Source: an optimization exercise on an open RTL-to-GDS flow (aim: small area). Production flows keep margins and buffers that such runs may drop. The RTL was checked by simulation tests, not by an equivalence proof against the original design. Power and IR drop assume default switching activity.

===== flow/design.v =====
module stack_rd(
  input wire [127:0] d,
  input wire [7:0] sel,
  output wire [15:0] q);
  genvar i;
  generate
    for (i = 0; i < 16; i = i + 1) begin : g_bit
      assign q[i] = |({d[112 + i], d[96 + i], d[80 + i], d[64 + i],
                       d[48 + i], d[32 + i], d[16 + i], d[i]} & sel);
    end
  endgenerate
endmodule
module j1(
  input wire clk,
  input wire resetq,
  output wire io_rd,
  output wire io_wr,
  output wire [15:0] mem_addr,
  output wire mem_wr,
  output wire [15:0] dout,
  input  wire [15:0] mem_din,
  input  wire [15:0] io_din,
  output wire [12:0] code_addr,
  input  wire [15:0] insn);
  reg [4:0] dsp, rsp;
  reg [15:0] st0;
  reg [12:0] pc;
  reg reboot;
  wire [15:0] st1, rst0;
  wire is_lit  = insn[15];
  wire is_jmp  = (insn[15:13] == 3'b000);
  wire is_cjmp = (insn[15:13] == 3'b001);
  wire is_call = (insn[15:13] == 3'b010);
  wire is_alu  = (insn[15:13] == 3'b011);
  wire [3:0] op = insn[11:8];
  wire [2:0] fn = insn[6:4];
  genvar i;
  wire [15:0] T = st0;
  wire [15:0] N = st1;
  wire sub = op[0] | op[3];
  wire [15:0] a = N ^ {16{sub}};
  wire [15:0] p = a ^ T;
  wire [15:0] g0 = a & T;
  wire [15:0] g1, g2, g3, g4, p1, p2, p3;
  generate
    for (i = 0; i < 16; i = i + 1) begin : g_pfx
      if (i & 1) begin : l1
        assign g1[i] = g0[i] | (p[i] & g0[i - 1]);
        assign p1[i] = p[i] & p[i - 1];
      end else begin : l1n
        assign g1[i] = g0[i];
        assign p1[i] = p[i];
      end
      if (i & 2) begin : l2
        assign g2[i] = g1[i] | (p1[i] & g1[(i & ~1) - 1]);
        assign p2[i] = p1[i] & p1[(i & ~1) - 1];
      end else begin : l2n
        assign g2[i] = g1[i];
        assign p2[i] = p1[i];
      end
      if (i & 4) begin : l3
        assign g3[i] = g2[i] | (p2[i] & g2[(i & ~3) - 1]);
        assign p3[i] = p2[i] & p2[(i & ~3) - 1];
      end else begin : l3n
        assign g3[i] = g2[i];
        assign p3[i] = p2[i];
      end
      if (i & 8) begin : l4
        assign g4[i] = g3[i] | (p3[i] & g3[7]);
      end else begin : l4n
        assign g4[i] = g3[i];
      end
    end
  endgenerate
  wire [15:0] add = p ^ {g4[14:0], 1'b0};
  wire ltu = g4[15];
  wire lts = (N[15] ^ T[15]) ? N[15] : ltu;
  wire eq = &p;
  wire left = ~op[0];
  wire [15:0] nrev, srev;
  wire [15:0] shin = left ? nrev : N;
  wire [15:0] s1 = T[3] ? {8'b0, shin[15:8]} : shin;
  wire [15:0] s2 = T[2] ? {4'b0, s1[15:4]} : s1;
  wire [15:0] s3 = T[1] ? {2'b0, s2[15:2]} : s2;
  wire [15:0] shr = T[0] ? {1'b0, s3[15:1]} : s3;
  generate
    for (i = 0; i < 16; i = i + 1) begin : g_rev
      assign nrev[i] = N[15 - i];
      assign srev[i] = shr[15 - i];
    end
  endgenerate
  reg [3:0] k;
  always @* begin
    if (is_lit)
      k = 4'b0000;
    else if (is_cjmp)
      k = 4'b1010;
    else if (!is_alu)
      k = 4'b1100;
    else case (op)
      4'd0: k = 4'b1100;
      4'd1: k = 4'b1010;
      4'd3: k = 4'b1000;
      4'd4: k = 4'b1110;
      4'd5: k = 4'b0110;
      4'd6: k = 4'b0011;
      default: k = 4'b0000;
    endcase
  end
  wire [15:0] lu;
  generate
    for (i = 0; i < 16; i = i + 1) begin : g_lu
      assign lu[i] = k[{T[i], N[i]}];
    end
  endgenerate
  wire sel_flag = is_alu & ((op == 4'd7) ? eq : (op == 4'd8) ? lts : (op == 4'd15) ? ltu : 1'b0);
  wire sel_add = is_alu & (op == 4'd2);
  wire sel_shr = is_alu & (op == 4'd9) & ~T[4];
  wire sel_shl = is_alu & (op == 4'd10) & ~T[4];
  wire sel_r   = is_alu & (op == 4'd11);
  wire sel_mem = is_alu & (op == 4'd12);
  wire sel_io  = is_alu & (op == 4'd13);
  wire sel_dep = is_alu & (op == 4'd14);
  wire [15:0] st0N = lu | {16{sel_flag}}
                   | ({16{sel_add}} & add)
                   | ({16{sel_shr}} & shr)
                   | ({16{sel_shl}} & srev)
                   | ({16{sel_r}}   & rst0)
                   | ({16{sel_mem}} & mem_din)
                   | ({16{sel_io}}  & io_din)
                   | ({16{sel_dep}} & {6'b0, rsp, dsp})
                   | ({16{is_lit}}  & {1'b0, insn[14:0]});
  wire dstkW = is_lit | (is_alu & (fn == 3'd1));
  reg [4:0] dspI;
  always @* begin
    if (is_lit)       dspI = 5'b00001;
    else if (is_cjmp) dspI = 5'b11111;
    else if (is_alu)  dspI = {{3{insn[1]}}, insn[1:0]};
    else              dspI = 5'b00000;
  end
  wire [4:0] dc = {(dsp[3:0] & dspI[3:0]) | (dc[3:0] & (dsp[3:0] ^ dspI[3:0])), 1'b0};
  wire [4:0] dspN = dsp ^ dspI ^ dc;
  wire rstkW = is_call | (is_alu & (fn == 3'd2));
  wire [4:0] rspI = is_call ? 5'b00001 : is_alu ? {{3{insn[3]}}, insn[3:2]} : 5'b00000;
  wire [4:0] rc = {(rsp[3:0] & rspI[3:0]) | (rc[3:0] & (rsp[3:0] ^ rspI[3:0])), 1'b0};
  wire [4:0] rspN = rsp ^ rspI ^ rc;
  wire [12:0] pcc = {pcc[11:0] & pc[11:0], 1'b1};
  wire [12:0] pc_plus_1 = pc ^ pcc;
  wire [15:0] rstkD = insn[13] ? st0 : {2'b00, pc_plus_1, 1'b0};
  reg [15:0] dstk [0:7];
  reg [15:0] rstk [0:7];
  always @(posedge clk) begin
    if (dstkW)
      dstk[dspN[2:0]] <= st0;
    if (rstkW)
      rstk[rspN[2:0]] <= rstkD;
  end
  wire [7:0] dsel = 8'd1 << dsp[2:0];
  wire [7:0] rsel = 8'd1 << rsp[2:0];
  stack_rd dread(.d({dstk[7], dstk[6], dstk[5], dstk[4], dstk[3], dstk[2], dstk[1], dstk[0]}),
                 .sel(dsel), .q(st1));
  stack_rd rread(.d({rstk[7], rstk[6], rstk[5], rstk[4], rstk[3], rstk[2], rstk[1], rstk[0]}),
                 .sel(rsel), .q(rst0));
  reg [12:0] pcN;
  always @* begin
    if (reboot)
      pcN = 13'd0;
    else if (is_jmp | is_call | (is_cjmp & ~|st0))
      pcN = insn[12:0];
    else if (is_alu & insn[7])
      pcN = rst0[13:1];
    else
      pcN = pc_plus_1;
  end
  assign code_addr = pcN;
  assign mem_addr = st0;
  assign dout = st1;
  assign mem_wr = !reboot & is_alu & (fn == 3'd3);
  assign io_wr  = !reboot & is_alu & (fn == 3'd4);
  assign io_rd  = !reboot & is_alu & (fn == 3'd5);
  always @(negedge resetq or posedge clk)
  begin
    if (!resetq) begin
      reboot <= 1'b1;
      { pc, dsp, st0, rsp } <= 0;
    end else begin
      reboot <= 0;
      { pc, dsp, st0, rsp } <= { pcN, dspN, st0N, rspN };
    end
  end
endmodule

===== flow/flow/run.sh =====
#!/bin/bash
# The standard layout (standard.sh) with: the smallest buffer on each port,
# timing-driven placement that does not keep its trial buffering, and a
# clock tree of clkbuf_16 leaf buffers without dummy loads.
set -euo pipefail
export BUFFER_PORTS_ARGS="-buffer_cell sky130_fd_sc_hd__buf_1"
export GPL_KEEP_OVERFLOW=0
export CTS_ARGS="-sink_clustering_enable -repair_clock_nets -buf_list sky130_fd_sc_hd__clkbuf_16 -sink_clustering_size 24 -sink_clustering_max_diameter 100 -dont_use_dummy_load"
bash standard.sh > standard.log 2>&1

===== flow/standard.sh =====
#!/bin/bash
# synth_recipe.tcl (not shown) runs the flow's synth.tcl, then flattens the netlist and writes it again
# the make line also repeats each setting of config.mk as NAME=value (left out here)
make -C /OpenROAD-flow-scripts/flow DESIGN_CONFIG=/design/flow/config.mk WORK_HOME=/design/flow/orfs CLKGATE_MAP_FILE= SYNTH_SCRIPT=/design/flow/synth_recipe.tcl "${@:-finish}"

===== flow/config.mk =====
export PLATFORM = sky130hd
export DESIGN_NAME = j1
export DESIGN_NICKNAME = j1
export VERILOG_FILES = /design/flow/design.v
export SDC_FILE = /design/flow/constraint.sdc
export NUM_CORES = 4
export LEC_CHECK = 0
export CAP_MARGIN = 20
export CORE_MARGIN = 2
export CORE_UTILIZATION = 40
export SLEW_MARGIN = 20
export SYNTH_HIERARCHICAL = 1

===== flow/constraint.sdc =====
create_clock -name core_clock -period 4.5 [get_ports {clk}]
set_input_delay 0.9000 -clock core_clock [delete_from_list [all_inputs] [get_ports {clk}]]
set_output_delay 0.9000 -clock core_clock [all_outputs]
set_load 0.01 [all_outputs]

==> summary.md, run 1 <==
| Metric | Value |
|---|---|
| Max Transition Viols Final | `0` |
| ANT nets after route | `0` |
| # setup viols final | `0` |
| # hold bufs at CTS | `0` |
| 1st-pass router iterations | `5` |
| Critical Path RT | `3.60 ns` |
| Crit path capture type | `output pin` |
| Total grt overflow | `0` |
| Vias in the first global route | `9,983` |
| DR vias | `10,393` |
| Outcome | `timing/DRC/antenna clean` |
| Total Neg Setup Slack | `0 ns` |
| CP max stage delay | `0.40 ns` |
| CTS tree | `done` |
| Vias per cell | `6.380` |
| Bufs and invs on worst path | `1` |
| Ys async rst share | `0.1351` |
| Critical path arrival | `3.53 ns` |
| Placed cells | `1,583` |
| Synth top area cells | `edfxtp_1 (53%), a22oi_1 (8.3%), dfrtp_1 (6.7%), mux4_2 (3.5%), ha_1 (2.5%)` |
| Sequential share of the synthesized area | `0.5948` |
| I/O pins | `98` |
| Fin cells | `1,629` |
| M1 wire length | `18.62 mm` |
| Clock skew | `0.02421 ns` |
| Drt first-iter violations | `1,016` |
| DRC | `0` |
| Clk sinks | `296` |
| DR WL met2 | `22.15 mm` |
| Synthesis Warnings | `7` |
| Worst-path cell chain | `ha_2, ha_1, ha_2, ha_4, ha_4, ha_4, ha_4, ha_4, ha_4, ha_4, ha_4, nand2_2, a311oi_2, buf_2` |
| P per Cell Area | `760.9 nW/µm²` |
| Die width | `195.1 µm` |
| FP Rows | `69` |
| Reg2reg setup slack | `0.10 ns` |
| Global router's overall resource usage | `0.2409` |
| Tcrit/Tclk final | `0.9837` |
| GP Congestion | `0.9442` |
| Top sig layer | `met4` |
| Area share of the largest cell type after synthesis | `0.5262` |
| Max FO, Critical Path | `2` |
| Fmax | `0.2259 GHz` |
| WL/cell | `28.61 µm` |
| PortBufs | `97` |
| Routed wl met3 | `3.473 mm` |
| Reg-to-Reg Start | `dsp[1]` |
| Largest net degree at the start of global routing | `40` |
| Syn_area_per_cell | `13.74 µm²` |
| CP dominant cell by count | `ha_4` |
| Crit path kind | `reg -> out` |
| Reg clk slew, reported paths | `0.10 ns` |
| Total Nets Final | `1,257` |
| Post-synth EDFFs | `256` |
| Crit-path slowest cell | `dfrtp_1` |
| Syn_nets | `1,152` |
| Largest area contributor in the netlist | `edfxtp_1` |
| Die height | `195.1 µm` |
| Reg-to-Reg End | `st0[9]` |
| CTS buffer count | `16` |
| Root buffer cell | `clkbuf_16` |
| Initial core utilization | `0.4087` |
| Lkg Pwr | `0.005531 µW` |
| Core area | `35,740 µm²` |
| Post-Syn Area | `14,610 µm²` |
| Post-Route WL | `46.61 mm` |
| Place WS | `-0.3001 ns` |
| Max transition margin | `0.3839` |
| Worst Max-Slew Pin Slew | `0.9242 ns` |
| First-pass GRT wire length | `67.89 mm` |
| Area Growth Syn to Fin | `12.37%` |
| Delay-heaviest family, CP | `adder cells` |
| Cells after Synth | `1,063` |
| Netlist cell types | `69` |
| Clock latency (worst-skew pair) | `0.51 ns` |
| DP HPWL | `33.16 mm` |
| Clock Path Buffers | `3` |
| Final Core Density | `0.4593` |
| Final Hold Viols | `0` |
| Max-cap violation count | `0` |
| Die area | `38,070 µm²` |
| Stages on the worst setup path | `14` |
| Ys flop type | `edfxtp_1` |
| Worst setup SP type | `flip-flop` |
| H-tree lvl count | `1` |
| Seq cells post-synth | `296` |
| Final setup margin | `0.07320 ns` |
| Initial antenna violation count | `2` |
| IR Drop Worst-Case VDD | `0.3217 mV` |
| Tmin final | `4.427 ns` |
| Cells on worst reg2reg path | `18` |
| Layout cell share with drive strength beyond 1 | `0.1775` |
| RSZ-0062 raised after global routing | `true` |
| Worst min path class | `in -> async` |
| Tot Pwr | `12,490 µW` |
==> sequential cells by signal, summed over array words and instances (netlist names) <==
signal  count
dstk      128
rstk      128
reboot      1
st0        16
rsp         5
dsp         5
pc         13
==> worst max-delay path by stage <==
stage                         from       endpoint  slack, ns
final                        pc[0]  code_addr[11]       0.07
after global placement    insn[13]    rstk[0][14]      -2.36
after detailed placement  insn[13]    rstk[0][14]      -0.30
after floorplan            insn[8]         st0[9]     0.0009
after global routing        dsp[1]         st0[9]      -0.15
after CTS                    pc[0]  code_addr[11]      0.006
==> cell usage after synthesis (23+ instances only) <==
cell	count
nand4_1	42
nor2_1	57
a21oi_1	23
dfrtp_1	39
ha_1	29
nand2_1	52
edfxtp_1	256
buf_6	30
mux2_2	24
nor3_1	25
xnor2_1	23
a22oi_1	162
clkbuf_1	28
mux4_2	23
==> modules after synthesis (local to each module, per instance) <==
module    area, µm²  times used  cells inside
j1            13090           1           871
stack_rd      758.2           2            96
==> metal layers <==
metal / vias up / track usage
li1: 4446 / -
met1: 5329 / 0.3174
met5: - / 0
met3: 115 / 0.03903
met4: 0 / 0.1069
met2: 503 / 0.3943
==> final cells by class <==
class                           count  area [µm²]
Fill cell                        3201       19330
Sequential cell                   296        8698
Multi-Input combinational cell    667        5587
Timing Repair Buffer              169        1081
Tap cell                          461       576.8
Clock buffer                       16       400.4
Inverter                           18       67.56
Antenna cell                        2       5.005
==> cells in the final DEF, fill, tap and decap left out, drive strengths merged, types with 3 or more instances in the layout <==
cell    count
a2111o      3
a211o      13
a211oi      7
a21o        3
a21oi      24
a221oi      6
a22oi     162
a311oi     11
and2        4
and3        6
buf       169
clkbuf     16
dfrtp      39
edfxtp    256
fa         10
ha         29
inv        17
mux2       25
mux2i      22
mux4       27
nand2      52
nand2b     12
nand3      22
nand4      42
nor2       57
nor2b       5
nor3       25
nor3b       9
nor4        8
o21ai      10
o21bai      4
or3         4
xnor2      23
xor2        8
==> logic make-up (layout without fill, tap and decap cells) <==
kind of cell               count (synthesis)  in the layout  synth area share
and+or+nand+nor                          258            258           0.09053
xor gates and xnor gates                  31             31           0.01859
muxes                                     74             74           0.07725
adders and majority gates                 39             39           0.03854
DFF                                      296            296            0.5948
other                                      1              3         0.0002567
AOI/OAI and AO/OA                        264            264            0.1347
buffers and inverters                    100            203           0.04531
==> through the flow <==
stage	hold WS [ns]	area [µm²]
floorplan	0.5062	14620
global placement	0.5724	14960
detailed placement	0.5712	15600
CTS	0.3073	16210
global route	0.3092	16410
finish	0.3024	16420
==> where the power goes <==
| part | leakage [µW] | internal (µW) | switching (µW) |
|---|---|---|---|
| logic | 0.00251 | 2590 | 3900 |
| clock network | 0.000197 | 640 | 839 |
| registers | 0.00283 | 3770 | 752 |
==> timing repair <==
item / 4_1_cts / 5_1_grt
gates cloned: 0 / 0
pin swaps: 9 / 10
endpoints found under the setup margin: 19 / 24
setup buffers: 11 / 17
gates resized for setup: 26 / 13
endpoints found under the hold margin: 0 / 0
==> run 2: changes to the inputs <==
==> flow/run.sh (new file) <==
#!/bin/bash
# synth_recipe.tcl (not shown) runs the flow's synth.tcl, then flattens the netlist and writes it again
# the make line also repeats each setting of config.mk as NAME=value (left out here)
make -C /OpenROAD-flow-scripts/flow DESIGN_CONFIG=/design/flow/config.mk WORK_HOME=/design/flow/orfs CLKGATE_MAP_FILE= SYNTH_SCRIPT=/design/flow/synth_recipe.tcl finish
--- a/flow/config.mk
+++ b/flow/config.mk
@@ -9,4 +9,7 @@
 export CORE_MARGIN = 2
 export CORE_UTILIZATION = 40
+export CTS_BUF_LIST = sky130_fd_sc_hd__clkbuf_16
+export CTS_CLUSTER_DIAMETER = 100
+export CTS_CLUSTER_SIZE = 24
 export SLEW_MARGIN = 20
 export SYNTH_HIERARCHICAL = 1
removed: flow/flow/run.sh
removed: flow/standard.sh
==> run 2 against run 1 <==
Effect of this change: critical path depth rose by 2; largest cell class unchanged; sequential power fell by 11%; first-iteration DRC count rose by 8.1%; highest routed layer unchanged.
==> summary.md, run 2 <==
| Metric | Value |
|---|---|
| Outcome | `timing/DRC/antenna clean` |
| Global router's overall resource usage | `0.2367 (-0.004265)` |
| Crit path kind | `reg -> out` |
| Worst-path cell chain | `ha_2, ha_2, ha_2, ha_1, ha_2, ha_4, ha_4, ha_4, ha_4, ha_4, ha_4, xor2_2, mux2i_1, mux2i_1, nor2b_4, buf_6` |
| P per Cell Area | `760.1 nW/µm² (-0.11%)` |
| CTS buffer count | `16 (unchanged)` |
| # diodes | `0 (-2)` |
| Critical Path RT | `3.60 ns (about the same)` |
| IR Drop Worst-Case VDD | `0.3658 mV (+14%)` |
| Netlist cell types | `69 (unchanged)` |
| Total Nets Final | `1,288 (+2.5%)` |
| Area Growth Syn to Fin | `16.74%` |
| Fmax | `0.2262 GHz (+0.14%)` |
| Count leader, synth | `edfxtp_1` |
| Tmin final | `4.421 ns (-0.006239 ns)` |
| Lkg Pwr | `0.005964 µW (+7.8%)` |
| Max transition margin | `0.3395 (-0.04435)` |
| DP HPWL | `32.45 mm (-2.1%)` |
| Number of fillers in the final layout | `3,195 (-0.19%)` |
| Total grt overflow | `0 (unchanged)` |
| ANT nets after route | `0 (unchanged)` |
| Die height | `195.1 µm (unchanged)` |
| CP max stage delay | `0.40 ns (about the same)` |
| Root buffer cell | `clkbuf_16` |
| Multi-input gate area | `5482 µm² (-1.9%)` |
| Post-Route WL | `45.63 mm (-2.1%)` |
| DR vias | `10,305 (-0.85%)` |
| H-tree lvl count | `1 (unchanged)` |
| Reg clk slew, reported paths | `0.10 ns (about the same)` |
| Clock skew | `0.02531 ns (+0.001098 ns)` |
| Synth top area cells | `edfxtp_1 (53%), a22oi_1 (8.3%), dfrtp_1 (6.7%), mux4_2 (3.5%), ha_1 (2.5%)` |
| 1st-pass router iterations | `5 (unchanged)` |
| I/O pins | `98 (unchanged)` |
| Worst min path class | `in -> async` |
| First-pass GRT wire length | `66.86 mm (-1.5%)` |
| Ys flop type | `edfxtp_1` |
| FP Rows | `69 (unchanged)` |
| Initial core utilization | `0.4087 (unchanged)` |
| CP dominant cell by count | `ha_4` |
| Final setup margin | `0.07944 ns (+0.006239 ns)` |
| Tcrit/Tclk final | `0.9823 (-0.001387)` |
| Worst Max-Slew Pin Slew | `0.9907 ns (+0.06652 ns)` |
| Syn_nets | `1,152 (unchanged)` |
| Largest area contributor in the netlist | `edfxtp_1` |
| Crit-path slowest cell | `dfrtp_1` |
| Synthesis Warnings | `7 (unchanged)` |
| Post-Syn Area | `14,610 µm² (unchanged)` |
| Max FO, Critical Path | `2 (unchanged)` |
| Final Hold Viols | `0 (unchanged)` |
| CTS tree | `done` |
| Crit path capture type | `output pin` |
| Area share of the largest cell type after synthesis | `0.5262 (unchanged)` |
| # hold bufs at CTS | `0 (unchanged)` |
| Clock latency (worst-skew pair) | `0.51 ns (about the same)` |
| Layout cell share with drive strength beyond 1 | `0.1745 (-0.003006)` |
| Syn_area_per_cell | `13.74 µm² (unchanged)` |
| Worst setup SP type | `flip-flop` |
| Drt first-iter violations | `1,098 (+8.1%)` |
| Cells after Synth | `1,063 (unchanged)` |
| Post-synth EDFFs | `256 (unchanged)` |
| GP Congestion | `0.9275 (-1.8%)` |
| Critical path arrival | `3.52 ns (about the same)` |
| Max-cap violation count | `0 (unchanged)` |
| Initial antenna violation count | `0 (-2)` |
| Core area | `35,740 µm² (unchanged)` |
| Place WS | `-0.2236 ns (+0.07648 ns)` |
| Max Transition Viols Final | `0 (unchanged)` |
| Design area | `17,060 µm² (+3.9%)` |
| Clock Path Buffers | `3 (unchanged)` |
| Ys async rst share | `0.1351 (unchanged)` |
| DRC | `0 (unchanged)` |
| Placed cells | `1,641 (+3.7%)` |
| DP Area | `16,440 µm² (+5.3%)` |
| Bufs and invs on worst path | `1 (unchanged)` |
| Commonest cells after routing, fill and taps aside | `edfxtp_1 (256), a22oi_1 (162), buf_4 (101)` |
| Largest net degree at the start of global routing | `41 (+2.5%)` |
| Commonest non-fill, non-tap cell in the layout | `edfxtp_1` |
| Sequential share of the synthesized area | `0.5948 (unchanged)` |
| Die width | `195.1 µm (unchanged)` |
| Seq cells post-synth | `296 (unchanged)` |
| Die area | `38,070 µm² (unchanged)` |
| Sequential Area | `8690 µm² (-0.10%)` |
| Fin cells | `1,670 (+2.5%)` |
| Delay-heaviest family, CP | `adder cells` |
| # setup viols final | `0 (unchanged)` |
| RSZ-0062 raised after global routing | `false` |
| Vias in the first global route | `10,023 (+0.40%)` |
| Synth cell count leaders | `edfxtp_1 (256), a22oi_1 (162), nor2_1 (57)` |
| WL/cell | `27.32 µm (-4.5%)` |
| PortBufs | `97 (unchanged)` |
| Vias per cell | `6.171 (-3.3%)` |
| Clk sinks | `296 (unchanged)` |
==> run 2: cell counts after synthesis <==
No cell type changed its count.
==> run 2: final cells by class <==
cell class / count / share of cell area
inverter: 18 / 0.003962
clock inverter: 11 / 0.003155
tap: 461 / 0.03382
sequential: 296 / 0.5095
multi-input combinational: 667 / 0.3214
clock buffer: 17 / 0.02494
timing repair buffer: 200 / 0.1032
==> run 2: final timing paths <==
kind | startpoint | end | slack (ns) | cells past startpoint
min reg2reg | dsp[3] | dsp[3] | 0.59 | 1
min in group core_clock | dsp[3] | dsp[3] | 0.59 | 1
max in group asynchronous | resetq | st0[12] | 3.35 | 1
max | pc[0] | code_addr[12] | 0.08 | 16
max reg2reg | dsp[1] | st0[9] | 0.33 | 18
min | resetq | pc[1] | 0.54 | 1
==> run 2: per-layer routing <==
layer / wire length (µm) / track usage / vias to the layer above
li1: - / - / 4517
met1: 19270 / 0.3261 / 5253
met2: 21440 / 0.3854 / 449
met3: 3070 / 0.03005 / 86
met4: 1850 / 0.08764 / 0
met5: 0 / 0 / -
==> run 2: repair_timing <==
item | in CTS | in global routing
endpoints found under the setup margin | 5 | 12
setup buffers | 0 | 1
pin swaps | 2 | 1
gates resized for setup | 28 | 11
==> run 2: kinds of logic (layout without fill, tap and decap cells) <==
family          count (synthesis)  in the layout  synth area share
mux                            74             74           0.07725
flops                         296            296            0.5948
simple gates                  258            258           0.09053
xor+xnor                       31             31           0.01859
other cells                     1              1         0.0002567
fa+ha+maj                      39             39           0.03854
buf+inv                       100            246           0.04531
compound gates                264            264            0.1347
==> run 2: worst reg2reg max path: stages (launching register included) <==
cell and delay (ns):
dfrtp_1 0.43, buf_4 0.18, nor3b_4 0.42, buf_4 0.28, a22oi_1 0.13, nand4_1 0.19
xnor2_1 0.14, ha_1 0.30, a21oi_1 0.16, o21ai_0 0.16, nor2_1 0.17, inv_1 0.07
fa_1 0.40, xor2_1 0.20, a22oi_1 0.19, nand2_1 0.07, a221oi_1 0.20, nand3_1 0.11
a211o_1 0.27
==> run 2: power by group <==
part	internal [µW]	leakage, µW	total (µW)	switching, µW
sequential	3770	0.00283	4010	239
combinational	2880	0.00286	7380	4510
clock	699	0.000270	1570	874
total	7340	0.00596	13000	5620
==> run 2: per-stage QoR <==
step                power (µW)  hold WS (ns)    util  TNS (ns)
finish                   12960        0.5379  0.4772         0
global route             13620        0.6154  0.4772         0
CTS                      12900        0.5681  0.4755         0
detailed placement       11290        0.5748  0.4599   -0.2236
global placement         11240        0.5770  0.4597   -0.1479
floorplan                 8344        0.5062       -         0
==> run 2: modules after synthesis, one instance, submodules excluded <==
module	cell area [µm²]	cells inside	times used	flip-flops and latches
j1	13090	871	1	296
stack_rd	758.2	96	2	0
==> run 3: changes to the inputs <==
==> flow/flow/run.sh (new file) <==
#!/bin/bash
# The standard layout (standard.sh) with these changes:
# - synthesis is the standard one except that ABC maps the logic with the
#   area-oriented script flow/area.abc (registers are untouched by ABC);
# - the smallest buffer on each port;
# - timing-driven placement that does not keep its trial buffering;
# - a clock tree of clkbuf_16 leaf buffers without dummy loads.
set -euo pipefail
W=$PWD
sed 's|^source \$::env(SCRIPTS_DIR)/synth_preamble.tcl$|&\nset abc_args [list -script '"$W"'/flow/area.abc {*}[lrange $abc_args 2 end]]|' \
  "$FLOW_HOME/scripts/synth.tcl" > my_synth_body.tcl
grep -q "flow/area.abc" my_synth_body.tcl
sed 's|^source \$::env(SCRIPTS_DIR)/synth.tcl$|source '"$W"'/my_synth_body.tcl|' synth_recipe.tcl > my_synth.tcl
grep -q "my_synth_body.tcl" my_synth.tcl
sed 's|SYNTH_SCRIPT=[^ ]*|SYNTH_SCRIPT='"$W"'/my_synth.tcl|' standard.sh > my_standard.sh
grep -q "SYNTH_SCRIPT=$W/my_synth.tcl" my_standard.sh
export BUFFER_PORTS_ARGS="-buffer_cell sky130_fd_sc_hd__buf_1"
export GPL_KEEP_OVERFLOW=0
export CTS_ARGS="-sink_clustering_enable -repair_clock_nets -buf_list sky130_fd_sc_hd__clkbuf_16 -sink_clustering_size 24 -sink_clustering_max_diameter 100 -dont_use_dummy_load"
bash my_standard.sh > standard.log 2>&1
==> flow/flow/area.abc (new file) <==
strash
dch
map -a
topo
dnsize -c
==> flow/standard.sh (new file) <==
#!/bin/bash
# synth_recipe.tcl (not shown) runs the flow's synth.tcl, then flattens the netlist and writes it again
# the make line also repeats each setting of config.mk as NAME=value (left out here)
make -C /OpenROAD-flow-scripts/flow DESIGN_CONFIG=/design/flow/config.mk WORK_HOME=/design/flow/orfs CLKGATE_MAP_FILE= SYNTH_SCRIPT=/design/flow/synth_recipe.tcl "${@:-finish}"
--- a/flow/config.mk
+++ b/flow/config.mk
@@ -9,7 +9,4 @@
 export CORE_MARGIN = 2
 export CORE_UTILIZATION = 40
-export CTS_BUF_LIST = sky130_fd_sc_hd__clkbuf_16
-export CTS_CLUSTER_DIAMETER = 100
-export CTS_CLUSTER_SIZE = 24
 export SLEW_MARGIN = 20
 export SYNTH_HIERARCHICAL = 1
removed: flow/run.sh
==> run 3 against run 2 <==
Effect of this change: via count up 7.7%; utilization grew 0.89 points; highest routed layer unchanged; still clean on timing, DRC and antenna; area after synthesis decreased by 6.0%.
==> summary.md, run 3 <==
| Metric | Value |
|---|---|
| Clock Path Buffers | `3 (unchanged)` |
| Max Transition Viols Final | `0 (unchanged)` |
| H-tree lvl count | `1 (unchanged)` |
| Largest net degree at the start of global routing | `30 (-27%)` |
| Hold WS | `0.3726 ns (-0.1652 ns)` |
| First-pass GRT wire length | `68.81 mm (+2.9%)` |
| Max-cap violation count | `0 (unchanged)` |
| Post-synth EDFFs | `256 (unchanged)` |
| Seq cells post-synth | `296 (unchanged)` |
| I/O pins | `98 (unchanged)` |
| Bufs and invs on worst path | `1 (unchanged)` |
| Initial core utilization | `0.4074 (-0.001334)` |
| CTS tree | `done` |
| Max transition margin | `0.2686 (-0.07089)` |
| Die area | `35,820 µm² (-5.9%)` |
| Worst min path class | `in -> async` |
| Simple-Gate Fraction of Synth Area | `0.1053 (+0.01473)` |
| DRC | `0 (unchanged)` |
| Syn_area_per_cell | `11.83 µm² (-14%)` |
| IR Drop Worst-Case VDD | `0.3329 mV (-9.0%)` |
| Crit-path slowest cell | `dfrtp_1` |
| Adder-cell share of the synthesized area | `0.04101 (+0.002469)` |
| P per Cell Area | `744.1 nW/µm² (-2.1%)` |
| Worst setup SP type | `flip-flop` |
| Reg clk slew, reported paths | `0.11 ns (about the same)` |
| DR vias | `11,096 (+7.7%)` |
| Xor/xnor cell area share of the yosys netlist | `0.01531 (-0.003275)` |
| Total Nets Final | `1,456 (+13%)` |
| CTS buffer count | `16 (unchanged)` |
| Post-Syn Area | `13,730 µm² (-6.0%)` |
| Synth cell count leaders | `edfxtp_1 (256), a22oi_1 (159), nand2_1 (128)` |
| Routed wl met3 | `3.948 mm (+29%)` |
| CP max stage delay | `0.40 ns (about the same)` |
| Crit path capture type | `output pin` |
| Die width | `189.3 µm (-3.0%)` |
| Root buffer cell | `clkbuf_16` |
| Post-Route WL | `46.65 mm (+2.2%)` |
| DP HPWL | `32.71 mm (+0.81%)` |
| ANT nets after route | `0 (unchanged)` |
| RSZ-0062 raised after global routing | `true` |
| Compound-Gate Fraction of Synth Area | `0.1770 (+0.04226)` |
| Die height | `189.3 µm (-3.0%)` |
| Synth top area cells | `edfxtp_1 (56%), a22oi_1 (8.7%), dfrtp_1 (7.1%), nand2_1 (3.5%), o21ai_0 (3.5%)` |
| Vias per cell | `6.120 (-0.82%)` |
| Tmin final | `4.439 ns (+0.01822 ns)` |
| Drt first-iter violations | `1,199 (+9.2%)` |
| Global router's overall resource usage | `0.2595 (+0.02280)` |
| DR WL met2 | `21.79 mm (+1.6%)` |
| 1st-pass router iterations | `6 (+1)` |
| Netlist cell types | `35 (-49%)` |
| FP Rows | `67 (-2.9%)` |
| Worst-path cell chain | `ha_2, ha_2, ha_2, ha_2, ha_2, ha_1, ha_2, ha_2, ha_2, ha_2, ha_4, xnor2_2, a21oi_1, a31oi_1, a21oi_2, buf_2` |
| Max FO, Critical Path | `2 (unchanged)` |
| # diodes | `0 (unchanged)` |
| Ys flop type | `edfxtp_1` |
| Clock skew | `0.04780 ns (+0.02249 ns)` |
| Initial antenna violation count | `0 (unchanged)` |
| Vias in the first global route | `10,631 (+6.1%)` |
| Count leader, synth | `edfxtp_1` |
| # setup viols final | `0 (unchanged)` |
| Tcrit/Tclk final | `0.9864 (+0.004049)` |
| Crit path kind | `reg -> out` |
| Top sig layer | `met4` |
| Syn_nets | `1,250 (+8.5%)` |
| Total grt overflow | `0 (unchanged)` |
| WL/cell | `25.73 µm (-5.8%)` |
| DP Area | `15,290 µm² (-7.0%)` |
| Synthesis Warnings | `7 (unchanged)` |
| Critical path arrival | `3.54 ns (+0.02 ns)` |
| Area Growth Syn to Fin | `19.31%` |
| Commonest cells after routing, fill and taps aside | `edfxtp_1 (256), a22oi_1 (159), nand2_1 (128)` |
| Worst Max-Slew Pin Slew | `1.086 ns (+0.09486 ns)` |
| Largest family of logic cells by synthesized area | `compound AO/OA/AOI/OAI gates` |
| Area share of the largest cell type after synthesis | `0.5599 (+0.03371)` |
| Final Hold Viols | `0 (unchanged)` |
| Design area | `16,380 µm² (-4.0%)` |
| Layout cell share with drive strength beyond 1 | `0.1319 (-0.04266)` |
| Clk sinks | `296 (unchanged)` |
| CP dominant cell by count | `ha_2` |
| Post-synthesis mux area share | `0.001458 (-0.07579)` |
| Lkg Pwr | `0.005347 µW (-10%)` |
| GP Congestion | `0.9626 (+3.8%)` |
| M1 wire length | `18.34 mm (-4.8%)` |
| Outcome | `timing/DRC/antenna clean` |
| Clock latency (worst-skew pair) | `0.53 ns (+0.02 ns)` |
| Cells after Synth | `1,161 (+9.2%)` |
| Fmax | `0.2253 GHz (-0.41%)` |
| Sequential share of the synthesized area | `0.6329 (+0.03811)` |
| Ys async rst share | `0.1351 (unchanged)` |
| Total Neg Setup Slack | `0 ns (unchanged)` |
| PortBufs | `97 (unchanged)` |
| Place WS | `-2.406 ns (-2.182 ns)` |
| Delay-heaviest family, CP | `adder cells` |
| Final setup margin | `0.06122 ns (-0.01822 ns)` |
| Critical Path RT | `3.60 ns (about the same)` |
| Core area | `33,700 µm² (-5.7%)` |
| Largest area contributor in the netlist | `edfxtp_1` |
| Commonest non-fill, non-tap cell in the layout | `edfxtp_1` |
run 3: changes by cell type in the layout (fill, tap and decap cells not counted), moves of 76 or more:
cell | before | now
buf_1 | 0 | 93
clkdlybuf4s50_1 | 91 | 0
clkinv_1 | 1 | 93
nand2_1 | 52 | 128
o21ai_0 | 10 | 93
run 3: cell type report:
| class | instances | area (µm²) |
|---|---|---|
| Tap cell | 448 | 560.5 |
| Timing Repair Buffer | 187 | 1292 |
| Inverter | 98 | 377.9 |
| Clock buffer | 16 | 400.4 |
| Fill cell | 3041 | 17320 |
| Multi-Input combinational cell | 768 | 5055 |
| Sequential cell | 296 | 8695 |
run 3: per-layer routing:
layer  up-vias  track usage
met2       604       0.4200
met1      5453       0.3500
met5         -            0
li1       4918            -
met3       121      0.03077
met4         0       0.1237
run 3: worst register-to-register path, delay by kind of cell, from the launching register on:
kind            cells  cell delay (ns)
compound gates      7             1.55
simple gates        4             0.67
flops               1             0.52
fa+ha+maj           1             0.35
xor+xnor            1             0.24
buf+inv             4             0.77
run 3: where the power goes:
group	switching, µW	internal [µW]
Sequential	604	3760
Combinational	4150	2210
Clock	829	640
Total	5580	6610
run 3: path summary, 6_finish.rpt:
kind | startpoint | end | slack [ns] | depth (start not counted)
max reg2reg | dsp[0] | st0[15] | 0.28 | 17
min | resetq | pc[5] | 0.37 | 1
min in group core_clock | dsp[3] | dsp[3] | 0.58 | 1
max in group asynchronous | resetq | reboot | 3.53 | 2
max | pc[0] | code_addr[12] | 0.06 | 16
min reg2reg | dsp[3] | dsp[3] | 0.58 | 1
run 3: kinds of logic after synthesis:
group / Yosys count
AO/OA/AOI/OAI: 376
AND/OR/NAND/NOR: 325
flip-flops: 296
buffers and inverters: 98
adder cells (fa/ha/maj): 39
XOR/XNOR: 24
multiplexers: 2
other: 1
run 3: modules after synthesis (local to each module, per instance):
| module | times used | cells |
|---|---|---|
| stack_rd | 2 | 80 |
| j1 | 1 | 1001 |
run 3: metrics by stage:
| step | util | cells | total power (µW) |
|---|---|---|---|
| finish | 0.4861 | 1813 | 12190 |
| global route | 0.4861 | 1813 | 12900 |
| CTS | 0.4788 | 1789 | 11730 |
| detailed placement | 0.4539 | 1741 | 10010 |
| global placement | 0.4374 | 1706 | 9665 |
| floorplan | - | 1161 | 7635 |
run 3: timing repair:
action                                  in CTS  in global routing
setup buffers                               31                 24
hold buffers                                 0                  0
cloned                                       1                  0
hold endpoints to repair                     0                  0
pin swaps                                   16                  7
endpoints found under the setup margin     296                 86
resized for setup                           24                 22
==> run 4: changes to the inputs <==
==> flow/flow/area.abc (replaced) <==
strash
&get -n
&st
&syn2
&dch
&nf
&st
&syn2
&dch
&nf
&put
topo
dnsize -c
==> run 4 against run 3 <==
Effect of this change: clock-buffer cell count is 1 higher; area after synthesis fell by 0.77%; critical endpoint is now code_addr[2]; highest routed layer is now met5; non-clock buffer count decreased by 1; worst setup slack gained 0.064 ns; total power decreased by 1.7%; utilization is 0.68 points lower; largest power group unchanged; die area decreased by 0.76%; fmax grew 1.5%; global-route usage down 1.5 points; wire length decreased by 5.1%; register-to-register slack worse by 0.06 ns.
==> summary.md, run 4 <==
| Metric | Value |
|---|---|
| Tcrit/Tclk final | `0.9722 (-0.01422)` |
| DP Area | `15,120 µm² (-1.1%)` |
| Clk sinks | `296 (unchanged)` |
| Die area | `35,550 µm² (-0.76%)` |
| Post-Route WL | `44.26 mm (-5.1%)` |
| Max FO, Critical Path | `27 (+25)` |
| Synthesis Warnings | `7 (unchanged)` |
| Ys flop type | `edfxtp_1` |
| Tot Pwr | `11,990 µW (-1.7%)` |
| Total Neg Setup Slack | `0 ns (unchanged)` |
| Worst Max-Slew Pin Slew | `0.9598 ns (-0.1258 ns)` |
| Seq cells post-synth | `296 (unchanged)` |
| Post-synth EDFFs | `256 (unchanged)` |
| Clock Path Buffers | `3 (unchanged)` |
| Max-cap violation count | `0 (unchanged)` |
| IR Drop Worst-Case VDD | `0.3457 mV (+3.8%)` |
| Fmax | `0.2286 GHz (+1.5%)` |
| Max transition margin | `0.3602 (+0.09154)` |
| Clock latency (worst-skew pair) | `0.52 ns (about the same)` |
| GP Congestion | `0.9181 (-4.6%)` |
| Critical Path RT | `3.60 ns (about the same)` |
| Vias per cell | `6.244 (+2.0%)` |
| Crit path capture type | `output pin` |
| Area share of the largest cell type after synthesis | `0.5643 (+0.004371)` |
| Root buffer cell | `clkbuf_16` |
| Die height | `188.5 µm (-0.38%)` |
| Tmin final | `4.375 ns (-0.06401 ns)` |
| Crit path kind | `in -> out` |
| # hold bufs at CTS | `0 (unchanged)` |
| Max Transition Viols Final | `0 (unchanged)` |
| DRC | `0 (unchanged)` |
| Reg-to-Reg End | `st0[1]` |
| Design area | `16,070 µm² (-1.9%)` |
| Initial core utilization | `0.4063 (-0.001135)` |
| Largest area contributor in the netlist | `edfxtp_1` |
| # setup viols final | `0 (unchanged)` |
| DR vias | `10,322 (-7.0%)` |
| I/O pins | `98 (unchanged)` |
| Global router's overall resource usage | `0.2440 (-0.01547)` |
| Clock skew | `0.04328 ns (-0.004519 ns)` |
| Ys async rst share | `0.1351 (unchanged)` |
| P per Cell Area | `745.9 nW/µm² (+0.23%)` |
| Area Growth Syn to Fin | `17.96%` |
| H-tree lvl count | `1 (unchanged)` |
| Place WS | `-1.011 ns (+1.395 ns)` |
| FP Rows | `67 (unchanged)` |
| Commonest cells after routing, fill and taps aside | `edfxtp_1 (256), a22oi_1 (153), buf_1 (91)` |
| Reg2reg setup slack | `0.22 ns (-0.06 ns)` |
| Largest net degree at the start of global routing | `44 (+47%)` |
| Final Hold Viols | `0 (unchanged)` |
| Layout cell share with drive strength beyond 1 | `0.1537 (+0.02179)` |
| Post-Syn Area | `13,620 µm² (-0.77%)` |
| Netlist cell types | `53 (+51%)` |
| Cells on worst reg2reg path | `14 (-3)` |
| Die width | `188.5 µm (-0.38%)` |
| First-pass GRT wire length | `64.19 mm (-6.7%)` |
| Vias in the first global route | `9,848 (-7.4%)` |
| Drt first-iter violations | `1,285 (+7.2%)` |
| Syn_area_per_cell | `13.62 µm² (+15%)` |
| Commonest non-fill, non-tap cell in the layout | `edfxtp_1` |
| Syn_nets | `1,089 (-13%)` |
| CTS tree | `done` |
| Final setup margin | `0.1252 ns (+0.06401 ns)` |
| RSZ-0062 raised after global routing | `true` |
| Initial antenna violation count | `2 (+2)` |
| Synth cell count leaders | `edfxtp_1 (256), a22oi_1 (153), nand2_1 (71), nor2_1 (71)` |
| Cells after Synth | `1,000 (-14%)` |
| CTS buffer count | `17 (+1)` |
| Critical path arrival | `3.47 ns (-0.07 ns)` |
| WL/cell | `26.78 µm (+4.1%)` |
| Core area | `33,530 µm² (-0.50%)` |
| PortBufs | `97 (unchanged)` |
| Total Nets Final | `1,295 (-11%)` |
| Synth top area cells | `edfxtp_1 (56%), a22oi_1 (8.4%), dfrtp_1 (7.2%), ha_1 (2.7%), mux4_2 (2.0%)` |
| Final Core Density | `0.4793 (-0.006823)` |
| Worst setup SP type | `primary input` |
| 1st-pass router iterations | `5 (-1)` |
| Sequential share of the synthesized area | `0.6379 (+0.004941)` |
| Worst min path class | `in -> async` |
| ANT nets after route | `0 (unchanged)` |
| Count leader, synth | `edfxtp_1` |
| Outcome | `timing/DRC/antenna clean` |
| Reg clk slew, reported paths | `0.10 ns (about the same)` |
| Reg-to-Reg Start | `dsp[0]` |
| Lkg Pwr | `0.005304 µW (-0.81%)` |
| Total grt overflow | `0 (unchanged)` |
| DP HPWL | `31.05 mm (-5.1%)` |
==> run 4: metal layers <==
layer / GRT usage / part of all wire / vias up
met1: 0.3188 / 0.39 / 5194
met3: 0.03706 / 0.073 / 116
met5: 0 / 0.00027 / -
met2: 0.4024 / 0.48 / 499
li1: - / - / 4511
met4: 0.1121 / 0.050 / 2
==> run 4: kinds of logic after synthesis <==
| logic type | count (synthesis) | synth area share |
|---|---|---|
| AO/OA/AOI/OAI | 301 | 0.1574 |
| flip-flops | 296 | 0.6379 |
| AND/OR/NAND/NOR | 282 | 0.1011 |
| adder cells (fa/ha/maj) | 39 | 0.04133 |
| multiplexers | 37 | 0.03959 |
| XOR/XNOR | 28 | 0.01800 |
| buffers and inverters | 16 | 0.004409 |
| other | 1 | 0.0002753 |
==> run 4: cell type report <==
class / instances / area [µm²]
repair buffers: 186 / 1171
fillers: 3037 / 17460
diodes: 1 / 2.502
well taps: 448 / 560.5
inverters: 16 / 61.31
clock buffers: 17 / 425.4
flip-flops and latches: 296 / 8698
multi-input cells: 689 / 5151
==> run 4: repair_timing <==
action,CTS,global route
pin swaps,8,9
gates cloned,0,1
gates resized for setup,13,24
endpoints found under the hold margin,0,0
setup endpoints to repair,27,72
buffers inserted,18,34
==> run 4: power breakdown <==
part | internal (µW) | total, µW | switching [µW]
Clock | 678 | 1520 | 843
Combinational | 2260 | 6010 | 3750
Sequential | 3780 | 4450 | 679
Total | 6720 | 12000 | 5270
==> run 4: stage by stage <==
step / std cells / hold WS, ns
finish: 1653 / 0.2910
global route: 1652 / 0.3082
CTS: 1617 / 0.2852
detailed placement: 1582 / 0.5697
global placement: 1545 / 0.5650
floorplan: 1000 / 0.5448
==> run 4: how the worst max path moves through the flow <==
stage / from / end / cells after the start
floorplan: dsp[1] / st0[12] / 17
global placement: insn[13] / rstk[2][12] / 9
detailed placement: dsp[1] / st0[12] / 17
CTS: dsp[2] / st0[13] / 13
global route: insn[13] / code_addr[2] / 7
finish: insn[13] / code_addr[2] / 7
==> run 4: critical path: stages <==
cell and delay [ns]:
buf_2 0.47, nor2b_1 0.40, nor2b_1 0.32, nand4_1 0.13, o22a_2 0.41, a311oi_1 0.61, buf_1 0.22
==> run 4: per-module statistics from Yosys (local to each module, per instance) <==
module / flip-flops and latches / copies in the design / area [µm²] / cells inside
j1: 296 / 1 / 12460 / 840
stack_rd: 0 / 2 / 580.6 / 80
==> run 5: changes to the inputs <==
--- a/flow/config.mk
+++ b/flow/config.mk
@@ -6,7 +6,7 @@
 export NUM_CORES = 4
 export LEC_CHECK = 0
-export CAP_MARGIN = 20
+export CAP_MARGIN = 0
 export CORE_MARGIN = 2
 export CORE_UTILIZATION = 40
-export SLEW_MARGIN = 20
+export SLEW_MARGIN = 0
 export SYNTH_HIERARCHICAL = 1
==> run 5 against run 4 <==
Effect of this change: clock-buffer cell count unchanged; largest cell class unchanged; critical path depth up 9; wire length is 1.4% higher; critical path type is now reg -> out.
==> summary.md, run 5 <==
| Metric | Value |
|---|---|
| Outcome | `timing/DRC/antenna clean` |
| Crit-path slowest cell | `dfrtp_1` |
| FP Rows | `67 (unchanged)` |
| Final setup margin | `0.1273 ns (+0.002063 ns)` |
| Area share of the largest cell type after synthesis | `0.5643 (unchanged)` |
| Syn_area_per_cell | `13.62 µm² (unchanged)` |
| Clock skew | `0.04616 ns (+0.002878 ns)` |
| Delay-heaviest family, CP | `adder cells` |
| Drt first-iter violations | `1,369 (+6.5%)` |
| Die height | `188.5 µm (unchanged)` |
| WL/cell | `27.24 µm (+1.7%)` |
| First-pass GRT wire length | `64.38 mm (+0.29%)` |
| Cells after Synth | `1,000 (unchanged)` |
| CTS tree | `done` |
| Root buffer cell | `clkbuf_16` |
| Max transition margin | `0.3222 (-0.03797)` |
| Lkg Pwr | `0.005305 µW (about the same)` |
| Bufs and invs on worst path | `1 (-1)` |
| Core area | `33,530 µm² (unchanged)` |
| Ys flop type | `edfxtp_1` |
| Initial core utilization | `0.4063 (unchanged)` |
| Syn_nets | `1,089 (unchanged)` |
| Hold WS | `0.2972 ns (+0.006140 ns)` |
| 1st-pass router iterations | `5 (unchanged)` |
| Synth top area cells | `edfxtp_1 (56%), a22oi_1 (8.4%), dfrtp_1 (7.2%), ha_1 (2.7%), mux4_2 (2.0%)` |
| Cells on worst reg2reg path | `14 (unchanged)` |
| Tmin final | `4.373 ns (-0.002063 ns)` |
| Post-synth EDFFs | `256 (unchanged)` |
| Global router's overall resource usage | `0.2455 (+0.001524)` |
| CP dominant cell by count | `ha_2` |
| Commonest cells after routing, fill and taps aside | `edfxtp_1 (256), a22oi_1 (153), buf_1 (92)` |
| Synth cell count leaders | `edfxtp_1 (256), a22oi_1 (153), nand2_1 (71), nor2_1 (71)` |
| CP max stage delay | `0.39 ns (-0.22 ns)` |
| Area Growth Syn to Fin | `18.67%` |
| I/O pins | `98 (unchanged)` |
| Post-Syn Area | `13,620 µm² (unchanged)` |
| Crit path kind | `reg -> out` |
| Die width | `188.5 µm (unchanged)` |
| Count leader, synth | `edfxtp_1` |
| Worst setup SP type | `flip-flop` |
| Commonest non-fill, non-tap cell in the layout | `edfxtp_1` |
| P per Cell Area | `751.9 nW/µm² (+0.81%)` |
| Max Transition Viols Final | `0 (unchanged)` |
| Post-Route WL | `44.89 mm (+1.4%)` |
| DR vias | `10,423 (+0.98%)` |
| Stages on the worst setup path | `16 (+9)` |
| Critical path arrival | `3.47 ns (about the same)` |
| Total grt overflow | `0 (unchanged)` |
| IR Drop Worst-Case VDD | `0.3970 mV (+15%)` |
| Design area | `16,170 µm² (+0.60%)` |
| Worst Max-Slew Pin Slew | `1.012 ns (+0.05252 ns)` |
| Netlist cell types | `53 (unchanged)` |
| Clock Path Buffers | `3 (unchanged)` |
| Tcrit/Tclk final | `0.9717 (about the same)` |
| Ys async rst share | `0.1351 (unchanged)` |
| Die area | `35,550 µm² (unchanged)` |
| Total Nets Final | `1,289 (-0.46%)` |
| DP HPWL | `30.49 mm (-1.8%)` |
| Critical Path RT | `3.60 ns (about the same)` |
| Layout cell share with drive strength beyond 1 | `0.1536 (about the same)` |
| Reg clk slew, reported paths | `0.10 ns (about the same)` |
| GP Congestion | `0.9181 (unchanged)` |
| Crit path capture type | `output pin` |
| Largest net degree at the start of global routing | `44 (unchanged)` |
| H-tree lvl count | `1 (unchanged)` |
| Place WS | `-1.504 ns (-0.4931 ns)` |
| DRC | `0 (unchanged)` |
| Worst min path class | `in -> async` |
| # hold bufs at CTS | `0 (unchanged)` |
| DP Area | `15,070 µm² (-0.30%)` |
| # setup viols final | `0 (unchanged)` |
| PortBufs | `97 (unchanged)` |
| Vias per cell | `6.325 (+1.3%)` |
| Clk sinks | `296 (unchanged)` |
| Seq cells post-synth | `296 (unchanged)` |
| Sequential share of the synthesized area | `0.6379 (unchanged)` |
| Worst-path cell chain | `ha_2, ha_1, ha_2, ha_2, ha_2, ha_2, ha_1, ha_2, ha_4, ha_4, ha_4, xnor2_2, nor2_1, a21oi_2, a211oi_2, buf_2` |
| Fmax | `0.2287 GHz (about the same)` |
| Max-cap violation count | `0 (unchanged)` |
| ANT nets after route | `0 (unchanged)` |
| CTS buffer count | `17 (unchanged)` |
| Largest area contributor in the netlist | `edfxtp_1` |
| Number of fillers in the final layout | `3,035 (-0.066%)` |
| Max FO, Critical Path | `2 (-93%)` |
| Vias in the first global route | `9,652 (-2.0%)` |
| Clock latency (worst-skew pair) | `0.52 ns (about the same)` |
| Initial antenna violation count | `1 (-1)` |
| Final Hold Viols | `0 (unchanged)` |
| Synthesis Warnings | `7 (unchanged)` |
[run 5: cell type report]
| type | count | area [µm²] | share of cell area |
|---|---|---|---|
| multi-input combinational | 689 | 5224 | 0.3231 |
| inverter | 16 | 61.31 | 0.003792 |
| clock buffer | 17 | 425.4 | 0.02631 |
| tap | 448 | 560.5 | 0.03467 |
| timing repair buffer | 180 | 1195 | 0.07391 |
| sequential | 296 | 8696 | 0.5379 |
| antenna | 2 | 5.005 | 0.0003096 |
[run 5: modules after synthesis (local to each module, per instance)]
module    flip-flops and latches  area, µm²  cells  times used
j1                           296      12460    840           1
stack_rd                       0      580.6     80           2
[run 5: where the power goes]
part	switching [µW]	internal (µW)	leakage [µW]
sequential	674	3770	0.00283
combinational	3810	2370	0.00227
clock	847	678	0.000210
total	5330	6820	0.00530
[run 5: worst register-to-register path, stage by stage (launching register included)]
cell	delay, ns
dfrtp_2	0.56
nor3b_4	0.24
buf_4	0.19
buf_4	0.17
a22oi_1	0.22
nand4_1	0.44
xnor2_1	0.31
ha_1	0.36
nand3_1	0.12
or3_1	0.32
nor4_1	0.33
nor4b_1	0.53
o21ai_4	0.14
buf_4	0.18
o2111ai_1	0.07
[run 5: what timing repair did]
item	in CTS	in global routing
setup endpoints to repair	164	93
gates cloned	0	1
resized for setup	33	24
buffers inserted	22	35
pin swaps	6	17
endpoints found under the hold margin	0	0
[run 5: logic make-up after synthesis]
family          count (synthesis)  share of synthesized area
other cells                     1                  0.0002753
flops                         296                     0.6379
mux                            37                    0.03959
compound gates                301                     0.1574
xor+xnor                       28                    0.01800
fa+ha+maj                      39                    0.04133
buf+inv                        16                   0.004409
simple gates                  282                     0.1011
[run 5: metal layers]
| metal | vias to the layer above | wire (µm) | global-route usage |
|---|---|---|---|
| met5 | - | 12 | 0 |
| met3 | 104 | 3614 | 0.03408 |
| met1 | 5264 | 17670 | 0.3323 |
| met4 | 2 | 2138 | 0.1043 |
| li1 | 4496 | - | - |
| met2 | 557 | 21450 | 0.3982 |
[run 5: through the flow]
stage	std cells	util	power [µW]	setup TNS, ns
global route	1646	0.4820	12760	-0.01634
floorplan	1000	-	7638	0
CTS	1610	0.4707	11520	0
finish	1648	0.4821	12160	0
detailed placement	1571	0.4496	9833	-180.08
global placement	1545	0.4356	9597	-400.21
[run 5: worst paths after layout]
kind / slack [ns] / from / to
hold reg to reg: 0.59 / rsp[3] / rsp[3]
hold / removal: 0.30 / resetq / dsp[0]
max in group asynchronous: 3.68 / resetq / st0[4]
setup / recovery: 0.13 / pc[0] / code_addr[12]
setup reg to reg: 0.22 / dsp[2] / st0[4]
min in group core_clock: 0.59 / rsp[3] / rsp[3]
==> run 6: changes to the inputs <==
--- a/flow/design.v
+++ b/flow/design.v
@@ -1,2 +1,15 @@
+module aoi222(
+  input wire a1, input wire a2,
+  input wire b1, input wire b2,
+  input wire c1, input wire c2,
+  output wire y);
+  assign y = ~((a1 & a2) | (b1 & b2) | (c1 & c2));
+endmodule
+module aoi22(
+  input wire a1, input wire a2,
+  input wire b1, input wire b2,
+  output wire y);
+  assign y = ~((a1 & a2) | (b1 & b2));
+endmodule
 module stack_rd(
   input wire [127:0] d,
@@ -6,6 +19,9 @@
   generate
     for (i = 0; i < 16; i = i + 1) begin : g_bit
-      assign q[i] = |({d[112 + i], d[96 + i], d[80 + i], d[64 + i],
-                       d[48 + i], d[32 + i], d[16 + i], d[i]} & sel);
+      wire y0, y1, y2;
+      aoi222 u0(.a1(d[i]), .a2(sel[0]), .b1(d[16 + i]), .b2(sel[1]), .c1(d[32 + i]), .c2(sel[2]), .y(y0));
+      aoi222 u1(.a1(d[48 + i]), .a2(sel[3]), .b1(d[64 + i]), .b2(sel[4]), .c1(d[80 + i]), .c2(sel[5]), .y(y1));
+      aoi22 u2(.a1(d[96 + i]), .a2(sel[6]), .b1(d[112 + i]), .b2(sel[7]), .y(y2));
+      assign q[i] = ~(y0 & y1 & y2);
     end
   endgenerate
@@ -145,5 +161,11 @@
   wire [4:0] rc = {(rsp[3:0] & rspI[3:0]) | (rc[3:0] & (rsp[3:0] ^ rspI[3:0])), 1'b0};
   wire [4:0] rspN = rsp ^ rspI ^ rc;
-  wire [12:0] pcc = {pcc[11:0] & pc[11:0], 1'b1};
+  wire [12:0] pcc;
+  generate
+    assign pcc[0] = 1'b1;
+    for (i = 1; i < 13; i = i + 1) begin : g_inc
+      assign pcc[i] = &pc[i - 1:0];
+    end
+  endgenerate
   wire [12:0] pc_plus_1 = pc ^ pcc;
   wire [15:0] rstkD = insn[13] ? st0 : {2'b00, pc_plus_1, 1'b0};
--- a/flow/flow/run.sh
+++ b/flow/flow/run.sh
@@ -17,4 +17,4 @@
 export BUFFER_PORTS_ARGS="-buffer_cell sky130_fd_sc_hd__buf_1"
 export GPL_KEEP_OVERFLOW=0
-export CTS_ARGS="-sink_clustering_enable -repair_clock_nets -buf_list sky130_fd_sc_hd__clkbuf_16 -sink_clustering_size 24 -sink_clustering_max_diameter 100 -dont_use_dummy_load"
+export CTS_ARGS="-sink_clustering_enable -repair_clock_nets -buf_list sky130_fd_sc_hd__clkbuf_16 -sink_clustering_size 26 -sink_clustering_max_diameter 110 -dont_use_dummy_load"
 bash my_standard.sh > standard.log 2>&1
--- a/flow/config.mk
+++ b/flow/config.mk
@@ -6,7 +6,8 @@
 export NUM_CORES = 4
 export LEC_CHECK = 0
-export CAP_MARGIN = 0
+export CAP_MARGIN = 20
 export CORE_MARGIN = 2
 export CORE_UTILIZATION = 40
-export SLEW_MARGIN = 0
+export GPL_TIMING_DRIVEN = 0
+export SLEW_MARGIN = 20
 export SYNTH_HIERARCHICAL = 1
==> run 6 against run 5 <==
Effect of this change: non-clock buffer count fell by 2; combinational power rose by 1%; clock power fell by 8%; worst setup slack got worse by 0.034 ns; final cell count fell by 1.5%; cell area fell by 2.0%; wire length fell by 2.5%; worst hold slack improved by 0.027 ns; area after synthesis fell by 1.4%; critical endpoint is now st0[8]; still clean; synthesized cell count fell by 1.8%; utilization fell by 0.59 points.
==> summary.md, run 6 <==
| Metric | Value |
|---|---|
| Core area | `33,280 µm² (-0.75%)` |
| Syn_area_per_cell | `13.68 µm² (+0.44%)` |
| H-tree lvl count | `1 (unchanged)` |
| Reg clk slew, reported paths | `0.12 ns (+0.02 ns)` |
| CTS tree | `done` |
| Critical path arrival | `4.84 ns (+1.37 ns)` |
| Largest net degree at the start of global routing | `40 (-9.1%)` |
| Design area | `15,850 µm² (-2.0%)` |
| Worst Max-Slew Pin Slew | `0.9746 ns (-0.03767 ns)` |
| Initial antenna violation count | `0 (-1)` |
| Post-Syn Area | `13,440 µm² (-1.4%)` |
| Layout cell share with drive strength beyond 1 | `0.1574 (+0.003857)` |
| Drt first-iter violations | `1,513 (+11%)` |
| Netlist cell types | `55 (+3.8%)` |
| Max transition margin | `0.3472 (+0.02504)` |
| ANT nets after route | `0 (unchanged)` |
| Global router's overall resource usage | `0.2453 (about the same)` |
| Final Core Density | `0.4763 (-0.005868)` |
| Clock latency (worst-skew pair) | `0.53 ns (about the same)` |
| Max FO, Critical Path | `10 (+8)` |
| Commonest non-fill, non-tap cell in the layout | `edfxtp_1` |
| Count leader, synth | `edfxtp_1` |
| DP Area | `14,890 µm² (-1.2%)` |
| Root buffer cell | `clkbuf_16` |
| Clock skew | `0.06976 ns (+0.02360 ns)` |
| Post-Route WL | `43.77 mm (-2.5%)` |
| Tcrit/Tclk final | `0.9793 (+0.007606)` |
| Sequential share of the synthesized area | `0.6467 (+0.008850)` |
| FP Rows | `67 (unchanged)` |
| Initial core utilization | `0.4037 (-0.002532)` |
| WL/cell | `26.97 µm (-1.0%)` |
| Clk sinks | `296 (unchanged)` |
| Largest area contributor in the netlist | `edfxtp_1` |
| Worst min path class | `in -> async` |
| Commonest cells after routing, fill and taps aside | `edfxtp_1 (256), buf_1 (93), a222oi_1 (77)` |
| IR Drop Worst-Case VDD | `0.3216 mV (-19%)` |
| Total Nets Final | `1,259 (-2.3%)` |
| Tmin final | `4.407 ns (+0.03422 ns)` |
| # setup viols final | `0 (unchanged)` |
| Critical Path RT | `4.93 ns (+1.33 ns)` |
| Max Transition Viols Final | `0 (unchanged)` |
| Area share of the largest cell type after synthesis | `0.5721 (+0.007829)` |
| Synthesis Warnings | `7 (unchanged)` |
| Crit path kind | `reg -> reg` |
| P per Cell Area | `763.0 nW/µm² (+1.5%)` |
| 1st-pass router iterations | `9 (+4)` |
| Worst setup SP type | `flip-flop` |
| Max-cap violation count | `0 (unchanged)` |
| DP HPWL | `29.94 mm (-1.8%)` |
| Fmax | `0.2269 GHz (-0.78%)` |
| Final Hold Viols | `0 (unchanged)` |
| Die height | `187.3 µm (-0.67%)` |
| Synth top area cells | `edfxtp_1 (57%), dfrtp_1 (7.3%), a222oi_1 (5.7%), a22oi_1 (2.5%), nor2_1 (2.2%)` |
| Clock Path Buffers | `3 (unchanged)` |
| Seq cells post-synth | `296 (unchanged)` |
| Tot Pwr | `12,090 µW (-0.51%)` |
| Hold WS | `0.3237 ns (+0.02653 ns)` |
| Cells after Synth | `982 (-1.8%)` |
| Synth cell count leaders | `edfxtp_1 (256), nor2_1 (79), a222oi_1 (77)` |
| Outcome | `timing/DRC/antenna clean` |
| # hold bufs at CTS | `0 (unchanged)` |
| I/O pins | `98 (unchanged)` |
| Reg2reg setup slack | `0.09 ns (-0.13 ns)` |
| Die width | `187.3 µm (-0.67%)` |
| PortBufs | `97 (unchanged)` |
| # diodes | `0 (-2)` |
| GP Congestion | `0.8978 (-2.2%)` |
| Total grt overflow | `0 (unchanged)` |
| Total Neg Setup Slack | `0 ns (unchanged)` |
| First-pass GRT wire length | `63.58 mm (-1.2%)` |
| Vias in the first global route | `9,817 (+1.7%)` |
| Die area | `35,070 µm² (-1.3%)` |
| Syn_nets | `1,064 (-2.3%)` |
| Lkg Pwr | `0.005285 µW (-0.37%)` |
| Area Growth Syn to Fin | `17.96%` |
| CTS buffer count | `15 (-2)` |
| Crit path capture type | `flip-flop` |
| Ys async rst share | `0.1351 (unchanged)` |
| DR vias | `10,300 (-1.2%)` |
| DRC | `0 (unchanged)` |
| Ys flop type | `edfxtp_1` |
| Post-synth EDFFs | `256 (unchanged)` |
| Vias per cell | `6.346 (+0.34%)` |
-- run 6: cells by family after synthesis --
| group | share of synthesized area |
|---|---|
| AOI/OAI and AO/OA | 0.1552 |
| xor gates and xnor gates | 0.02216 |
| adders and majority gates | 0.03538 |
| buffers and inverters | 0.005867 |
| DFF | 0.6467 |
| muxes | 0.03548 |
| other | 0.0002791 |
| and+or+nand+nor | 0.09889 |
-- run 6: worst paths after layout --
check / to / depth (start not counted) / from
max in group asynchronous: reboot / 2 / resetq
worst min-delay path: st0[2] / 1 / resetq
worst min register to register: rsp[4] / 2 / rsp[4]
worst max register to register: st0[8] / 17 / dsp[2]
min in group core_clock: rsp[4] / 2 / rsp[4]
worst max-delay path: st0[8] / 17 / dsp[2]
-- run 6: routing by layer --
metal  GRT usage  share of wire  vias up
li1            -              -     4432
met1      0.3303           0.39     5134
met2      0.3865           0.46      634
met3     0.06304           0.11      100
met4     0.08608          0.037        0
met5           0              0        -
-- run 6: metrics by stage --
stage | setup WS, ns | cells
2_1_floorplan | 0.005238 | 982
4_1_cts | 0.005818 | 1606
6_report | 0.09306 | 1623
3_5_place_dp | -1.421 | 1559
5_1_grt | -0.06985 | 1623
3_3_place_gp | -2.387 | 1527
-- run 6: power breakdown --
group | total, µW | switching, µW | internal [µW]
sequential | 4440 | 665 | 3780
combinational | 6250 | 3910 | 2340
clock | 1400 | 798 | 601
total | 12100 | 5370 | 6720
-- run 6: what timing repair did --
item,CTS,global route
pin swaps,11,16
gates resized for setup,33,20
endpoints found under the setup margin,29,108
setup buffers,32,17
-- run 6: area by class of cell --
type,instances,area [µm²]
Clock buffer,15,375.4
Fill cell,2988,17430
Inverter,21,80.08
Multi-Input combinational cell,665,5040
Sequential cell,296,8701
Tap cell,448,560.5
Timing Repair Buffer,178,1094
-- run 6: Yosys stat by module, one instance, submodules excluded --
| module | times used | flops+latches | cells inside | area, µm² |
|---|---|---|---|---|
| stack_rd | 2 | 0 | 16 | 80.08 |
| aoi22 | 32 | 0 | 1 | 7.507 |
| aoi222 | 64 | 0 | 1 | 10.01 |
| j1 | 1 | 296 | 854 | 12400 |
-- run 6: critical path: stages (launching register included) --
cell	delay [ns]
dfrtp_4	0.47
buf_6	0.14
buf_4	0.12
nor3b_4	0.04
buf_4	0.16
buf_4	0.19
a222oi_1	0.49
nand3_2	0.26
xnor2_1	0.21
ha_1	0.35
a21oi_1	0.17
o21ai_2	0.12
a221o_1	0.40
fa_1	0.50
a222oi_1	0.34
nand2_1	0.10
a211oi_2	0.15
nand2_1	0.07

[what the ideal ports hide]
No port has a modelled driver above. Below, the same layouts with a new extraction and two added sets of constraints. Step 1, drivers: a clkbuf_16 drives clk and a buf_2 each remaining input, both assumed. Step 2 adds t to the input delays and takes it off the output delays; t is the mean of the earliest and latest rising clock arrival at the registers after step 1. Input paths then give back, and output paths get back, about the clock's delay inside the block. a / b / c = ideal / step 1 / step 2; a / b = the first two.
run	shift t [ns]	setup WS [ns]	slew at the worst register clock pin (ns)
run 1	0.555	0.073 / 0.020 / -0.244	0.10 / 0.10
run 2	0.553	0.079 / 0.028 / 0.122	0.10 / 0.10
run 3	0.549	0.061 / 0.014 / -0.326	0.11 / 0.11
run 4	0.549	0.125 / 0.079 / -0.304	0.10 / 0.10
run 5	0.546	0.127 / 0.076 / -0.306	0.10 / 0.10
run 6	0.549	0.093 / 0.093 / -0.304	0.12 / 0.12
Met with ideal ports but missed after step 2: setup timing in 5 of these runs. The setup slack of run 5, which loses most, moves by -0.051 ns with the drivers and by -0.433 ns with both steps.
